This design comes from an exercise in tuning for small area, a short achievable clock period and few clock cycles per item on the open sky130 flow, not from production work.
Where RTL was checked, it was by simulation tests only, not by an equivalence proof against the original.
The flow treats the clock pin as an ideal source, which a real chip does not have.

Design jpc_idecode, start of the top module:
module jpc_idecode(
    input  wire        clk,
    input  wire        rst,
    input  wire [31:0] instr_I,
    input  wire        instr_valid_I,
    input  wire        decode_ready_I,
    output wire        instr_ready_O,
    output wire [6:0]  opcode_O,
    output wire [2:0]  funct3_O,
    output wire [4:0]  rd_O,
    output wire [31:0] imm32_O,
    output wire [4:0]  rs1_O,
    output wire [4:0]  rs2_O,
    output wire [6:0]  funct7_O,
    output wire        ecall_O,
    output wire        ebreak_O,
    output wire        fence_O,
    output wire        fence_i_O,
    output wire        error_O,
    output reg         decode_valid_O
);
==> module jpc_idecode, before the edit <==
module jpc_idecode(
    input  wire        clk,
    input  wire        rst,
    input  wire [31:0] instr_I,
    input  wire        instr_valid_I,
    input  wire        decode_ready_I,
    output wire        instr_ready_O,
    output wire [6:0]  opcode_O,
    output wire [2:0]  funct3_O,
    output wire [4:0]  rd_O,
    output wire [31:0] imm32_O,
    output wire [4:0]  rs1_O,
    output wire [4:0]  rs2_O,
    output wire [6:0]  funct7_O,
    output wire        ecall_O,
    output wire        ebreak_O,
    output wire        fence_O,
    output wire        fence_i_O,
    output wire        error_O,
    output reg         decode_valid_O
);
    assign instr_ready_O = decode_ready_I;
    always @(posedge clk or posedge rst) begin
        if (rst)
            decode_valid_O <= 1'b0;
        else
            decode_valid_O <= instr_valid_I & decode_ready_I;
    end
    wire [31:0] i  = instr_I;
    wire [6:0]  op = i[6:0];
    wire        s  = i[31];
    wire op_opimm = (op == 7'b0010011);
    wire op_load  = (op == 7'b0000011);
    wire op_jalr  = (op == 7'b1100111);
    wire op_store = (op == 7'b0100011);
    wire op_br    = (op == 7'b1100011);
    wire op_jal   = (op == 7'b1101111);
    wire op_lui   = (op == 7'b0110111);
    wire op_auipc = (op == 7'b0010111);
    wire op_op    = (op == 7'b0110011);
    wire op_sys   = (op == 7'b1110011);
    wire op_fence = (op == 7'b0001111);
    wire fmt_i = op_opimm | op_load | op_jalr;
    wire fmt_u = op_lui | op_auipc;
    wire upper_zero = (i[31:21] == 11'd0);
    wire d_imm0  = (fmt_i & i[20]) | (op_store & i[7]) | (fmt_u & i[12]);
    wire d_imm11 = ((fmt_i | op_store) & s) | (op_br & i[7]) | (op_jal & i[20]) | (fmt_u & i[23]);
    wire d_hi    = (fmt_i | op_store | op_br | op_jal) & s;
    wire d_mid   = (fmt_i | op_store | op_br) & s;
    wire d_ij    = fmt_i | op_jal;
    wire d_sb    = op_store | op_br;
    wire d_isbj  = fmt_i | op_store | op_br | op_jal;
    wire d_sysz  = op_sys & upper_zero;
    wire d_fen   = op_fence & (i[14:13] == 2'b00);
    wire d_err   = ~(fmt_i | op_store | op_br | op_jal | fmt_u | op_op | op_sys | op_fence)
                 | (op_jalr & (i[14:12] != 3'b000))
                 | (op_sys & ~upper_zero)
                 | (op_fence & (i[14:13] != 2'b00));
    reg [31:0] ir;
    reg        imm0_r, imm11_r, hi_r, mid_r, ij_r, sb_r, isbj_r, j_r, u_r;
    reg        sysz_r, fen_r, err_r;
    always @(posedge clk) begin
        ir      <= instr_I;
        imm0_r  <= d_imm0;
        imm11_r <= d_imm11;
        hi_r    <= d_hi;
        mid_r   <= d_mid;
        ij_r    <= d_ij;
        sb_r    <= d_sb;
        isbj_r  <= d_isbj;
        j_r     <= op_jal;
        u_r     <= fmt_u;
        sysz_r  <= d_sysz;
        fen_r   <= d_fen;
        err_r   <= d_err;
    end
    assign opcode_O = ir[6:0];
    assign rd_O     = ir[11:7];
    assign funct3_O = ir[14:12];
    assign rs1_O    = ir[19:15];
    assign rs2_O    = ir[24:20];
    assign funct7_O = ir[31:25];
    assign imm32_O[0]     = imm0_r;
    assign imm32_O[4:1]   = ({4{ij_r}} & ir[24:21]) | ({4{sb_r}} & ir[11:8]) | ({4{u_r}} & ir[16:13]);
    assign imm32_O[10:5]  = ({6{isbj_r}} & ir[30:25]) | ({6{u_r}} & ir[22:17]);
    assign imm32_O[11]    = imm11_r;
    assign imm32_O[19:12] = {8{mid_r}} | ({8{j_r}} & ir[19:12]) | ({8{u_r}} & ir[31:24]);
    assign imm32_O[31:20] = {12{hi_r}};
    assign ecall_O   = sysz_r & ~ir[20];
    assign ebreak_O  = sysz_r &  ir[20];
    assign fence_O   = fen_r  & ~ir[12];
    assign fence_i_O = fen_r  &  ir[12];
    assign error_O   = err_r;
endmodule
Settings: LEC_CHECK=0, CAP_MARGIN=20, CORE_MARGIN=2, CORE_UTILIZATION=40, SETUP_SLACK_MARGIN=2.65, SLEW_MARGIN=20; clock period 5.0 ns.
standard.sh (not shown) runs the stock make flow with config.mk's settings and CLKGATE_MAP_FILE= SYNTH_SCRIPT=/design/flow/synth_recipe.tcl, a recipe that flattens the netlist after the stock synthesis.
==> flow/flow/run.sh <==
#!/bin/bash
# The standard layout with three changes:
#  - synthesis maps the logic with an area-oriented ABC script (flow/synth.tcl is the standard flow's
#    standard synthesis script with only ABC's script replaced by flow/abc_area.script);
#  - the port buffers are the platform's smallest plain buffer (buf_1) instead of the
#    default pick, a delay cell;
#  - clock tree synthesis is replaced by flow/clock.tcl: a few clock buffers, each at the
#    centre of a group of nearby flip-flops, driven directly by the clock port.
# Each tool's full output goes to a log of its own in this folder.
set -euo pipefail
HERE=$(pwd)
export MY_ABC_SCRIPT=$HERE/flow/abc_area.script
SYN="SYNTH_SCRIPT=$HERE/flow/synth.tcl"
PORTS="BUFFER_PORTS_ARGS=-buffer_cell sky130_fd_sc_hd__buf_1"
bash standard.sh "$SYN" "$PORTS" place > flow_place.log 2>&1
MARGIN=$(sed -n "s/^export SETUP_SLACK_MARGIN *= *//p" config.mk)
SETUP_SLACK_MARGIN=${MARGIN:-0} RES_DIR=orfs/results/$FLOW_PLATFORM/jpc_idecode/base \
  CLOCK_GROUPS=3 CLOCK_BUF=sky130_fd_sc_hd__clkbuf_8 \
  openroad -no_init -exit flow/clock.tcl > flow_clock.log 2>&1
bash standard.sh "$SYN" "$PORTS" finish > flow_finish.log 2>&1
Other scripts of this flow, unchanged in this note and not shown: flow/flow/abc_area.script, flow/flow/clock.tcl, flow/flow/synth.tcl
Testbench counts at the start, summed over its fixed seeds: cycles 12,646, items 12,000.
Next try:
--- a/flow/design.v
+++ b/flow/design.v
@@ -46,9 +46,6 @@
     wire d_imm0  = (fmt_i & i[20]) | (op_store & i[7]) | (fmt_u & i[12]);
     wire d_imm11 = ((fmt_i | op_store) & s) | (op_br & i[7]) | (op_jal & i[20]) | (fmt_u & i[23]);
-    wire d_hi    = (fmt_i | op_store | op_br | op_jal) & s;
-    wire d_mid   = (fmt_i | op_store | op_br) & s;
     wire d_ij    = fmt_i | op_jal;
     wire d_sb    = op_store | op_br;
-    wire d_isbj  = fmt_i | op_store | op_br | op_jal;
     wire d_sysz  = op_sys & upper_zero;
     wire d_fen   = op_fence & (i[14:13] == 2'b00);
@@ -58,5 +55,5 @@
                  | (op_fence & (i[14:13] != 2'b00));
     reg [31:0] ir;
-    reg        imm0_r, imm11_r, hi_r, mid_r, ij_r, sb_r, isbj_r, j_r, u_r;
+    reg        imm0_r, imm11_r, ij_r, sb_r, j_r, u_r;
     reg        sysz_r, fen_r, err_r;
     always @(posedge clk) begin
@@ -64,9 +61,6 @@
         imm0_r  <= d_imm0;
         imm11_r <= d_imm11;
-        hi_r    <= d_hi;
-        mid_r   <= d_mid;
         ij_r    <= d_ij;
         sb_r    <= d_sb;
-        isbj_r  <= d_isbj;
         j_r     <= op_jal;
         u_r     <= fmt_u;
@@ -81,10 +75,11 @@
     assign rs2_O    = ir[24:20];
     assign funct7_O = ir[31:25];
+    wire   isbj_r = ij_r | sb_r;
     assign imm32_O[0]     = imm0_r;
     assign imm32_O[4:1]   = ({4{ij_r}} & ir[24:21]) | ({4{sb_r}} & ir[11:8]) | ({4{u_r}} & ir[16:13]);
     assign imm32_O[10:5]  = ({6{isbj_r}} & ir[30:25]) | ({6{u_r}} & ir[22:17]);
     assign imm32_O[11]    = imm11_r;
-    assign imm32_O[19:12] = {8{mid_r}} | ({8{j_r}} & ir[19:12]) | ({8{u_r}} & ir[31:24]);
-    assign imm32_O[31:20] = {12{hi_r}};
+    assign imm32_O[19:12] = {8{isbj_r & ~j_r & ir[31]}} | ({8{j_r}} & ir[19:12]) | ({8{u_r}} & ir[31:24]);
+    assign imm32_O[31:20] = {12{isbj_r & ir[31]}};
     assign ecall_O   = sysz_r & ~ir[20];
     assign ebreak_O  = sysz_r &  ir[20];
=> Sequential share of layout area went down by 3.3 points. Final area went up by 0.81%. Count of clock-buffer cells in the layout is unchanged. Wire length went up by 4.9%. Via count went up by 2.9%. Flip-flop and latch count went down by 3. Setup slack got worse by 0.013 ns.
The RTL of the second run of this note was laid out without a check of its function.

==> port drivers added, routing unchanged <==
The results above use ideal ports. As a check the final layouts listed here were re-extracted and re-timed, cells and wires unchanged. Step 1: set_driving_cell puts a clkbuf_16 on clk and a buf_2 on each other input, an assumption about the parent block. Step 2, shift: input delay + t, output delay - t, t = (earliest + latest rising clock arrival at the registers) / 2. This alone moves slack from input paths to output paths. a / b / c = ideal / step 1 / step 2; a / b = the first two.
run	t (ns)	setup WS [ns]	worst setup path at the end	worst data-port slew with drivers (ns)	pins driven straight from the clock port
the first run	0.189	2.775 / 2.747 / 2.717	input to register	0.04	3
the second run	0.189	2.763 / 2.719 / 2.594	input to register	0.04	3
After both steps every run listed still meets setup and hold. The setup slack of the second run, which loses most, moves by -0.044 ns with the drivers and by -0.169 ns with both steps.
